Source: an optimization exercise on an open RTL-to-GDS flow (aim: a short achievable clock period and few clock cycles). Production flows keep margins and buffers that such runs may drop. Power figures rest on the tool's default switching activity, not on a simulated workload.

==> inputs of run X <==
// srisc_top
module srisc_top(clk, reset, sw, ledr, halt, ram_addr, ram_write, ram_din, ram_dout);
Settings: LEC_CHECK=0, ABC_CLOCK_PERIOD_IN_PS=1500, CAP_MARGIN=20, CORE_MARGIN=2, CORE_UTILIZATION=40, SETUP_SLACK_MARGIN=3, SLEW_MARGIN=20; clock period 5.0 ns.
run.sh (not shown) runs the stock make flow with config.mk's settings and CLKGATE_MAP_FILE= SYNTH_SCRIPT=/design/flow/synth_recipe.tcl, a recipe that flattens the netlist after the stock synthesis.
==> inputs of run A, as changes to run X <==
--- a/flow/design.v
+++ b/flow/design.v
@@ -56,13 +56,14 @@
 	wire [7:0] pai = ~pa_n;
 	wire pwi = ~pw_n;
 	reg [15:0] pd;          
 	reg pf_v;               
 	reg pl_v;               
 	reg [2:0] pl_rd;
-	reg pl_ram, pl_sw;
+	reg pl_ram;
+	reg [8:0] pl_a9;
 	reg [7:0] pcf;          
 	localparam NBT = 4;
 	reg [NBT-1:0] bt_v;
 	reg [7:0] bt_tag [0:NBT-1];
 	reg [7:0] bt_tgt [0:NBT-1];
 	reg [7:0] bt_tgt1 [0:NBT-1];
@@ -71,12 +72,13 @@
 	assign ram_write = pw;
 	assign ram_din = pd;
 	reg d_v;                
 	reg d_btbr;             
 	reg d_hold;             
 	reg [15:0] hold_ir;
+	reg [7:0] h_seln, h_selm, h_seld;
 	reg [7:0] d_pcr, d_pc1r, d_pc2r;    
 	reg [7:0] h_pc, h_pc1, h_pc2;       
 	reg h_btb;
 	wire [7:0] d_pc  = d_hold ? h_pc  : d_pcr;
 	wire [7:0] d_pc1 = d_hold ? h_pc1 : d_pc1r;
 	wire [7:0] d_pc2 = d_hold ? h_pc2 : d_pc2r;
@@ -165,23 +167,28 @@
 			else if (w_we & (w_rd == ri)) Rb[ri] = w_res;
 			else if (lw_v & (lw_rd == ri)) Rb[ri] = lw_data;
 			else Rb[ri] = R[ri];
 			blk[ri] = (e_v & (e_add | e_ld) & (e_wrd == ri)) | (pl_v & (pl_rd == ri));
 		end
 	end
-	function automatic [15:0] rsel(input [2:0] idx);
+	function automatic [15:0] rsel(input [7:0] oh);
 		integer k;
 		begin
 			rsel = 16'd0;
 			for (k = 0; k < 8; k = k + 1)
-				rsel = rsel | ({16{idx == k}} & Rb[k]);
+				rsel = rsel | ({16{oh[k]}} & Rb[k]);
 		end
 	endfunction
+	wire [7:0] seln = d_hold ? h_seln : (8'd1 << ram_dout[10:8]);
+	wire [7:0] selm = d_hold ? h_selm : (8'd1 << ram_dout[2:0]);
+	wire [7:0] seld = d_hold ? h_seld : (8'd1 << ram_dout[7:5]);
 	wire skill_d = pwi & d_v & (pai == d_pc);   
-	wire d_bx7 = is_bx & (rd == 3'd7) & ~(lw_v & (lw_rd == 3'd7));
-	wire [15:0] R7b = (e_early & (e_wrd == 3'd7)) ? ee : (w_we & (w_rd == 3'd7)) ? w_res : R[7];
+	wire d_bx7 = is_bx & (rd == 3'd7) & ~(lw_v & (lw_rd == 3'd7)) & ~(e_v & e_wr & (e_wrd == 3'd7));
+	wire w_w7 = w_we & (w_rd == 3'd7);
+	wire [7:0] R7b  = w_w7 ? w_res[7:0] : R[7][7:0];
+	wire [7:0] R7b1 = w_w7 ? w_res[7:0] + 8'd1 : R[7][7:0] + 8'd1;
 	wire e_cmpv = e_v & e_cmp;
 	wire z_now = e_cmpv ? (e_a == e_b) : fZ;
 	wire lt_now = e_cmpv ? ($signed(e_a) < $signed(e_b)) : (fN ^ fV);
 	wire [15:0] Ir = ram_dout;
 	wire r_bcc = (Ir[15:13] == 3'b001);
 	wire r_bl  = (Ir[15:11] == 5'b01011);
@@ -198,29 +205,29 @@
 	end
 	wire d_z8 = (Ir[7:0] == 8'd0);
 	wire d_pt = ~d_hold & ~d_z8 & ((r_bcc & d_bt) | r_bl);
 	wire d_redir7 = d_v & ~d_btb & d_bx7;
 	wire [7:0] d_tgt  = add8(d_pc1r, Ir[7:0]);
 	wire [7:0] d_tgt1 = add8(d_pc2r, Ir[7:0]);
-	wire [7:0] d_tgt7  = op2[1] ? d_pc1 : R7b[7:0];
-	wire [7:0] d_tgt71 = op2[1] ? d_pc2 : R7b[7:0] + 8'd1;
+	wire [7:0] d_tgt7  = op2[1] ? d_pc1 : R7b;
+	wire [7:0] d_tgt71 = op2[1] ? d_pc2 : R7b1;
 	wire e_early = e_v & e_wr & ~e_add;
-	wire [15:0] rA = rsel(rn);
-	wire [15:0] rB = rsel(rm);
-	wire [15:0] rC = rsel(rd);
+	wire [15:0] rA = rsel(seln);
+	wire [15:0] rB = rsel(selm);
+	wire [15:0] rC = rsel(seld);
 	wire [1:0] d_sh = (is_movi | is_br) ? 2'b00 : I[4:3];
 	wire [1:0] d_shc = is_str ? I[4:3] : 2'b00;
 	function automatic [15:0] shf(input [15:0] x, input [1:0] sh);
 		case (sh)
 			2'b00: shf = x;
 			2'b01: shf = {x[14:0], 1'b0};
 			2'b10: shf = {1'b0, x[15:1]};
 			default: shf = {x[15], x[15:1]};
 		endcase
 	endfunction
-	wire dstall = d_v & ((use_rn & blk[rn]) | (use_rm & blk[rm]) | (use_rd & blk[rd]));
+	wire dstall = d_v & ((use_rn & (|(seln & blk))) | (use_rm & (|(selm & blk))) | (use_rd & (|(seld & blk))));
 	wire d_ok = d_v & ~kill_e & ~e_redir & ~skill_d & ~halt;
 	wire d_go = d_ok & ~dstall;
 	wire d_wait = d_ok & dstall;
 	reg [NBT-1:0] bt_hv;
 	reg [7:0] bt_t, bt_t1;
 	integer bi;
@@ -263,13 +270,15 @@
 	wire [7:0] nfT  = use_tgt ? d_tgt : nfb;
 	wire [7:0] nfT1 = use_tgt ? d_tgt1 : nfb1;
 	wire [7:0] nfN  = use_undo ? d_pc1 : nfb;
 	wire [7:0] nfN1 = use_undo ? d_pc2 : nfb1;
 	wire [7:0] nf  = d_pt ? nfT : nfN;
 	wire [7:0] nf1 = d_pt ? nfT1 : nfN1;
-	wire squash = sqb | (d_pt ? use_tgt : use_undo);
+	wire sqT = sqb | use_tgt;
+	wire sqN = sqb | use_undo;
+	wire squash = d_pt ? sqT : sqN;
 	wire lw_we = lw_v & ~(w_we & (w_rd == lw_rd));
 	always_ff @(posedge clk) begin
 		if (w_we) R[w_rd] <= w_res;
 		if (lw_we) R[lw_rd] <= lw_data;
 		w_res <= res;
 		w_rd <= e_wrd;
@@ -281,13 +290,13 @@
 		led_a <= addr9;
 		led_d <= stdata[7:0];
 		if (led_w & (led_a == 9'h100)) ledr <= led_d;
 		pd <= stdata;
 		pl_rd <= e_wrd;
 		pl_ram <= ~addr9[8];
-		pl_sw <= (addr9 == 9'h140);
+		pl_a9 <= addr9;
 		if (ex_port) begin
 			pa <= addr9[7:0];
 			pa_n <= ~addr9[7:0];
 			pcf <= nf;
 		end else begin
 			pa <= nf;
@@ -301,23 +310,26 @@
 			bt_tag[bt_ptr] <= e_pc;
 			bt_tgt[bt_ptr] <= e_tgt;
 			bt_tgt1[bt_ptr] <= e_tgt1;
 			bt_ptr <= bt_ptr + 2'd1;
 		end
 		hold_ir <= I;
-		d_btbr <= bt_hit & ~squash;
+		h_seln <= seln;
+		h_selm <= selm;
+		h_seld <= seld;
+		d_btbr <= d_pt ? (bt_hit & ~sqT) : (bt_hit & ~sqN);
 		d_pcr <= pai;
 		d_pc1r <= pai + 8'd1;
 		d_pc2r <= pai + 8'd2;
 		h_btb <= d_btb;
 		h_pc <= d_pc;
 		h_pc1 <= d_pc1;
 		h_pc2 <= d_pc2;
 		lw_rd <= pl_rd;
 		lw_ram <= pl_ram;
-		lw_sw <= pl_sw;
+		lw_sw <= (pl_a9 == 9'h140);
 		e_pc <= d_pc;
 		e_pc1 <= d_pc1;
 		e_tgt <= d_tgt;
 		e_tgt1 <= d_tgt1;
 		e_a <= rA;
 		e_b <= is_movi ? {{8{I[7]}}, I[7:0]} : is_br ? {8'b0, d_pc1} : shf(rB, d_sh);
@@ -360,15 +372,15 @@
 		end else begin
 			led_w <= ex_st;
 			pw <= ex_stram;
 			pw_n <= ~ex_stram;
 			pf_v <= ~ex_port;
 			pl_v <= ex_ld;
-			d_v <= d_wait | (pf_v & ~squash);
+			d_v <= d_pt ? (d_wait | (pf_v & ~sqT)) : (d_wait | (pf_v & ~sqN));
 			d_hold <= d_wait;
 			lw_v <= pl_v & ~(we_e & (e_wrd == pl_rd));
 			e_v <= d_go;
 			w_we <= we_e;
-			if ((ex & e_halt) | (d_go & is_halt & ~ex_st)) halt <= 1'b1;
+			if ((ex & e_halt) | (d_ok & ~d_hold & (Ir[15:13] == 3'b111) & ~ex_st)) halt <= 1'b1;
 		end
 	end
 endmodule
==> inputs of run K, as changes to run X <==
--- a/flow/design.v
+++ b/flow/design.v
@@ -56,13 +56,14 @@
 	wire [7:0] pai = ~pa_n;
 	wire pwi = ~pw_n;
 	reg [15:0] pd;          
 	reg pf_v;               
 	reg pl_v;               
 	reg [2:0] pl_rd;
-	reg pl_ram, pl_sw;
+	reg pl_ram;
+	reg [8:0] pl_a9;
 	reg [7:0] pcf;          
 	localparam NBT = 4;
 	reg [NBT-1:0] bt_v;
 	reg [7:0] bt_tag [0:NBT-1];
 	reg [7:0] bt_tgt [0:NBT-1];
 	reg [7:0] bt_tgt1 [0:NBT-1];
@@ -71,12 +72,13 @@
 	assign ram_write = pw;
 	assign ram_din = pd;
 	reg d_v;                
 	reg d_btbr;             
 	reg d_hold;             
 	reg [15:0] hold_ir;
+	reg [7:0] h_seln, h_selm, h_seld;
 	reg [7:0] d_pcr, d_pc1r, d_pc2r;    
 	reg [7:0] h_pc, h_pc1, h_pc2;       
 	reg h_btb;
 	wire [7:0] d_pc  = d_hold ? h_pc  : d_pcr;
 	wire [7:0] d_pc1 = d_hold ? h_pc1 : d_pc1r;
 	wire [7:0] d_pc2 = d_hold ? h_pc2 : d_pc2r;
@@ -89,12 +91,13 @@
 	reg led_w;
 	reg [8:0] led_a;
 	reg [7:0] led_d;
 	reg e_v;
 	reg [7:0] e_pc, e_pc1, e_tgt, e_tgt1;
 	reg [15:0] e_a, e_b, e_c;
+	reg [15:0] e_an, e_bn;      
 	reg e_ins;                  
 	reg e_z8;                   
 	reg e_add, e_and, e_mvn;    
 	reg e_wr;
 	reg [2:0] e_wrd;
 	reg e_cmp, e_ld, e_st, e_bcc, e_bx, e_halt, e_pred, e_rd7;
@@ -103,17 +106,17 @@
 	reg [8:0] e_imm5;
 	reg w_we;
 	reg [2:0] w_rd;
 	reg [15:0] w_res;
 	wire kill_e = pwi & e_v & (pai == e_pc);    
 	wire ex = e_v & ~kill_e & ~halt;
-	wire [15:0] opA = e_a;
-	wire [15:0] shB = e_b;      
+	wire [15:0] opA = ~e_an;
+	wire [15:0] shB = ~e_bn;    
 	wire [15:0] opC = e_c;
 	wire [15:0] stdata = e_c;   
-	wire [15:0] sum = add16(opA, shB, 1'b0);
+	wire [15:0] sum = add16(e_a, e_b, 1'b0);
 	wire [15:0] ee = e_and ? (opA & shB) : e_mvn ? ~shB : shB;    
 	wire [15:0] res = e_add ? sum : ee;
 	wire [15:0] diff = add16(opA, ~shB, 1'b1);
 	wire [8:0] addr9 = add9(opA[8:0], e_imm5);
 	reg taken;
 	always_comb begin
@@ -165,26 +168,31 @@
 			else if (w_we & (w_rd == ri)) Rb[ri] = w_res;
 			else if (lw_v & (lw_rd == ri)) Rb[ri] = lw_data;
 			else Rb[ri] = R[ri];
 			blk[ri] = (e_v & (e_add | e_ld) & (e_wrd == ri)) | (pl_v & (pl_rd == ri));
 		end
 	end
-	function automatic [15:0] rsel(input [2:0] idx);
+	function automatic [15:0] rsel(input [7:0] oh);
 		integer k;
 		begin
 			rsel = 16'd0;
 			for (k = 0; k < 8; k = k + 1)
-				rsel = rsel | ({16{idx == k}} & Rb[k]);
+				rsel = rsel | ({16{oh[k]}} & Rb[k]);
 		end
 	endfunction
+	wire [7:0] seln = d_hold ? h_seln : (8'd1 << ram_dout[10:8]);
+	wire [7:0] selm = d_hold ? h_selm : (8'd1 << ram_dout[2:0]);
+	wire [7:0] seld = d_hold ? h_seld : (8'd1 << ram_dout[7:5]);
 	wire skill_d = pwi & d_v & (pai == d_pc);   
-	wire d_bx7 = is_bx & (rd == 3'd7) & ~(lw_v & (lw_rd == 3'd7));
-	wire [15:0] R7b = (e_early & (e_wrd == 3'd7)) ? ee : (w_we & (w_rd == 3'd7)) ? w_res : R[7];
+	wire d_bx7 = is_bx & (rd == 3'd7) & ~(lw_v & (lw_rd == 3'd7)) & ~(e_v & e_wr & (e_wrd == 3'd7));
+	wire w_w7 = w_we & (w_rd == 3'd7);
+	wire [7:0] R7b  = w_w7 ? w_res[7:0] : R[7][7:0];
+	wire [7:0] R7b1 = w_w7 ? w_res[7:0] + 8'd1 : R[7][7:0] + 8'd1;
 	wire e_cmpv = e_v & e_cmp;
-	wire z_now = e_cmpv ? (e_a == e_b) : fZ;
-	wire lt_now = e_cmpv ? ($signed(e_a) < $signed(e_b)) : (fN ^ fV);
+	wire z_now = e_cmpv ? (opA == shB) : fZ;
+	wire lt_now = e_cmpv ? ($signed(opA) < $signed(shB)) : (fN ^ fV);
 	wire [15:0] Ir = ram_dout;
 	wire r_bcc = (Ir[15:13] == 3'b001);
 	wire r_bl  = (Ir[15:11] == 5'b01011);
 	reg d_bt;
 	always_comb begin
 		case (Ir[10:8])
@@ -198,29 +206,30 @@
 	end
 	wire d_z8 = (Ir[7:0] == 8'd0);
 	wire d_pt = ~d_hold & ~d_z8 & ((r_bcc & d_bt) | r_bl);
 	wire d_redir7 = d_v & ~d_btb & d_bx7;
 	wire [7:0] d_tgt  = add8(d_pc1r, Ir[7:0]);
 	wire [7:0] d_tgt1 = add8(d_pc2r, Ir[7:0]);
-	wire [7:0] d_tgt7  = op2[1] ? d_pc1 : R7b[7:0];
-	wire [7:0] d_tgt71 = op2[1] ? d_pc2 : R7b[7:0] + 8'd1;
+	wire [7:0] d_tgt7  = op2[1] ? d_pc1 : R7b;
+	wire [7:0] d_tgt71 = op2[1] ? d_pc2 : R7b1;
 	wire e_early = e_v & e_wr & ~e_add;
-	wire [15:0] rA = rsel(rn);
-	wire [15:0] rB = rsel(rm);
-	wire [15:0] rC = rsel(rd);
+	wire [15:0] rA = rsel(seln);
+	wire [15:0] rB = rsel(selm);
+	wire [15:0] rC = rsel(seld);
 	wire [1:0] d_sh = (is_movi | is_br) ? 2'b00 : I[4:3];
 	wire [1:0] d_shc = is_str ? I[4:3] : 2'b00;
 	function automatic [15:0] shf(input [15:0] x, input [1:0] sh);
 		case (sh)
 			2'b00: shf = x;
 			2'b01: shf = {x[14:0], 1'b0};
 			2'b10: shf = {1'b0, x[15:1]};
 			default: shf = {x[15], x[15:1]};
 		endcase
 	endfunction
-	wire dstall = d_v & ((use_rn & blk[rn]) | (use_rm & blk[rm]) | (use_rd & blk[rd]));
+	wire [15:0] d_bv = is_movi ? {{8{I[7]}}, I[7:0]} : is_br ? {8'b0, d_pc1} : shf(rB, d_sh);
+	wire dstall = d_v & ((use_rn & (|(seln & blk))) | (use_rm & (|(selm & blk))) | (use_rd & (|(seld & blk))));
 	wire d_ok = d_v & ~kill_e & ~e_redir & ~skill_d & ~halt;
 	wire d_go = d_ok & ~dstall;
 	wire d_wait = d_ok & dstall;
 	reg [NBT-1:0] bt_hv;
 	reg [7:0] bt_t, bt_t1;
 	integer bi;
@@ -233,43 +242,40 @@
 		end
 	end
 	wire bt_hit = pf_v & (|bt_hv);
 	wire sel_e = kill_e | e_redir | skill_d;
 	wire [7:0] nfa  = kill_e ? e_pc  : e_redir ? e_tsel  : d_pc;
 	wire [7:0] nfa1 = kill_e ? e_pc1 : e_redir ? e_tsel1 : d_pc1;
-	wire pri = sel_e | dstall;
+	wire [7:0] nfs  = sel_e ? nfa  : pf_v ? pai : pcf;
+	wire [7:0] nfs1 = sel_e ? nfa1 : pf_v ? pcf : pcf + 8'd1;
 	reg [7:0] nfb, nfb1;
 	reg sqb;
 	always_comb begin
 		sqb = 1'b1;
 		if (sel_e) begin
 			nfb = nfa; nfb1 = nfa1;
-		end else if (dstall) begin
-			if (pf_v) begin
-				nfb = pai; nfb1 = pcf;
-			end else begin
-				nfb = pcf; nfb1 = pcf + 8'd1; sqb = 1'b0;
-			end
 		end else if (d_redir7) begin
 			nfb = d_tgt7; nfb1 = d_tgt71;
 		end else if (bt_hit) begin
 			nfb = bt_t; nfb1 = bt_t1; sqb = 1'b0;
 		end else begin
 			nfb = pcf; nfb1 = pcf + 8'd1; sqb = 1'b0;
 		end
 	end
-	wire gate = ~pri & d_v;
+	wire gate = ~sel_e & d_v;
 	wire use_tgt = gate & ~d_btb;     
 	wire use_undo = gate & d_btb;     
 	wire [7:0] nfT  = use_tgt ? d_tgt : nfb;
 	wire [7:0] nfT1 = use_tgt ? d_tgt1 : nfb1;
 	wire [7:0] nfN  = use_undo ? d_pc1 : nfb;
 	wire [7:0] nfN1 = use_undo ? d_pc2 : nfb1;
-	wire [7:0] nf  = d_pt ? nfT : nfN;
-	wire [7:0] nf1 = d_pt ? nfT1 : nfN1;
-	wire squash = sqb | (d_pt ? use_tgt : use_undo);
+	wire [7:0] nf  = dstall ? nfs  : d_pt ? nfT : nfN;
+	wire [7:0] nf1 = dstall ? nfs1 : d_pt ? nfT1 : nfN1;
+	wire sqT = sqb | use_tgt;
+	wire sqN = sqb | use_undo;
+	wire squash = dstall ? (sel_e | pf_v) : d_pt ? sqT : sqN;
 	wire lw_we = lw_v & ~(w_we & (w_rd == lw_rd));
 	always_ff @(posedge clk) begin
 		if (w_we) R[w_rd] <= w_res;
 		if (lw_we) R[lw_rd] <= lw_data;
 		w_res <= res;
 		w_rd <= e_wrd;
@@ -281,13 +287,13 @@
 		led_a <= addr9;
 		led_d <= stdata[7:0];
 		if (led_w & (led_a == 9'h100)) ledr <= led_d;
 		pd <= stdata;
 		pl_rd <= e_wrd;
 		pl_ram <= ~addr9[8];
-		pl_sw <= (addr9 == 9'h140);
+		pl_a9 <= addr9;
 		if (ex_port) begin
 			pa <= addr9[7:0];
 			pa_n <= ~addr9[7:0];
 			pcf <= nf;
 		end else begin
 			pa <= nf;
@@ -301,29 +307,34 @@
 			bt_tag[bt_ptr] <= e_pc;
 			bt_tgt[bt_ptr] <= e_tgt;
 			bt_tgt1[bt_ptr] <= e_tgt1;
 			bt_ptr <= bt_ptr + 2'd1;
 		end
 		hold_ir <= I;
-		d_btbr <= bt_hit & ~squash;
+		h_seln <= seln;
+		h_selm <= selm;
+		h_seld <= seld;
+		d_btbr <= d_pt ? (bt_hit & ~sqT) : (bt_hit & ~sqN);
 		d_pcr <= pai;
 		d_pc1r <= pai + 8'd1;
 		d_pc2r <= pai + 8'd2;
 		h_btb <= d_btb;
 		h_pc <= d_pc;
 		h_pc1 <= d_pc1;
 		h_pc2 <= d_pc2;
 		lw_rd <= pl_rd;
 		lw_ram <= pl_ram;
-		lw_sw <= pl_sw;
+		lw_sw <= (pl_a9 == 9'h140);
 		e_pc <= d_pc;
 		e_pc1 <= d_pc1;
 		e_tgt <= d_tgt;
 		e_tgt1 <= d_tgt1;
 		e_a <= rA;
-		e_b <= is_movi ? {{8{I[7]}}, I[7:0]} : is_br ? {8'b0, d_pc1} : shf(rB, d_sh);
+		e_b <= d_bv;
+		e_an <= ~rA;
+		e_bn <= ~d_bv;
 		e_c <= shf(rC, d_shc);
 		e_ins <= d_pt & ~d_btb;
 		e_add <= is_add;
 		e_and <= is_and;
 		e_mvn <= is_mvn;
 		e_wr <= is_movi | is_mov | is_add | is_and | is_mvn | is_bl | is_blx;
@@ -360,15 +371,15 @@
 		end else begin
 			led_w <= ex_st;
 			pw <= ex_stram;
 			pw_n <= ~ex_stram;
 			pf_v <= ~ex_port;
 			pl_v <= ex_ld;
-			d_v <= d_wait | (pf_v & ~squash);
+			d_v <= dstall ? d_ok : d_pt ? (pf_v & ~sqT) : (pf_v & ~sqN);
 			d_hold <= d_wait;
 			lw_v <= pl_v & ~(we_e & (e_wrd == pl_rd));
 			e_v <= d_go;
 			w_we <= we_e;
-			if ((ex & e_halt) | (d_go & is_halt & ~ex_st)) halt <= 1'b1;
+			if ((ex & e_halt) | (d_ok & ~d_hold & (Ir[15:13] == 3'b111) & ~ex_st)) halt <= 1'b1;
 		end
 	end
 endmodule
Settings changed: CORE_UTILIZATION 40 to 60, PLACE_DENSITY set to 0.75.
==> qor summary <==
Status: run X finished clean; run A finished clean; run K stopped before the end
Stage where the flow stopped: run X -; run A -; run K global routing (5_1_grt)
Row count: run X 99; run A 100; run K 83
Number of non-clock buffers in the layout: run X 728; run A 798; run K -
Clock-cell share of area: run X 0.0434; run A 0.0419; run K -
Simple-gate portion of the synthesized area: run X 0.177; run A 0.176; run K 0.181
Capture point of the worst reg-to-reg path: run X pcf[7]$_SDFF_PP0_; run A pcf[5]$_SDFF_PP0_; run K -
Initial DRT Pass Iterations: run X 19; run A 10; run K -
CTS buffer count: run X 54; run A 57; run K 56
Clk slew on worst S/H paths: run X 70 ps; run A 70 ps; run K -
Total area of multi-input combinational cells: run X 0.0216 mm^2; run A 0.0214 mm^2; run K -
CP max stage cell: run X sky130_fd_sc_hd__or3_1; run A sky130_fd_sc_hd__dfxtp_1; run K -
Post-Place Cell Area: run X 0.0325 mm^2; run A 0.0328 mm^2; run K 0.0335 mm^2
Kind of critical path: run X reg2reg; run A reg2reg; run K -
Number of design-rule violations left by the first detailed-router iteration: run X 5,044; run A 5,318; run K -
Number of buffers added for setup after CTS: run X 313; run A 296; run K 457
Yosys top cell area share: run X 0.239; run A 0.236; run K 0.228
Final number of setup-violating endpoints: run X 0; run A 0; run K -
Sequential share of cell area: run X 0.269; run A 0.275; run K -
Multiplexer fraction of the synthesized cell area: run X 0.0457; run A 0.0387; run K 0.0293
Max-slew headroom: run X 0.300; run A 0.230; run K -
Cell count of the worst hold path: run X 0; run A 0; run K -
Register bit total from synthesis: run X 474; run A 497; run K 529
Detailed-routed wire length on met2: run X 70,400 um; run A 64,900 um; run K -
Net load switching power: run X 5.87 mW; run A 4.70 mW; run K -
Most frequently used cell type in the post-synthesis netlist: run X sky130_fd_sc_hd__nand2_1; run A sky130_fd_sc_hd__nand2_1; run K sky130_fd_sc_hd__nor2_1
No functional check of the RTL was part of any run of this note.

re-timing with driven ports:
The results above use ideal ports. As a check the final layouts listed here were re-extracted and re-timed, cells and wires unchanged. Step 1 sets driving cells, clkbuf_16 on the clock port and buf_2 on the other inputs (assumed; they add their load-dependent delay and slew). Step 2 times the ports against the registers' clock, not the clock port: input delays grow and output delays shrink by t, the midpoint of the rising clock arrivals with the driver on. a / b / c = no drivers / after step 1 / after step 2; a / b = the first two.
run | shift t [ns] | setup slack, ns | worst data-port slew with drivers (ns)
run X | 0.691 | 1.487 / 1.487 / 0.857 | 0.17
run A | 0.724 | 1.702 / 1.702 / 1.151 | 0.14
After both steps setup and hold are still met in every run listed. The setup slack of run X, which loses most, moves by 0.000 ns with the drivers and by -0.630 ns with both steps.
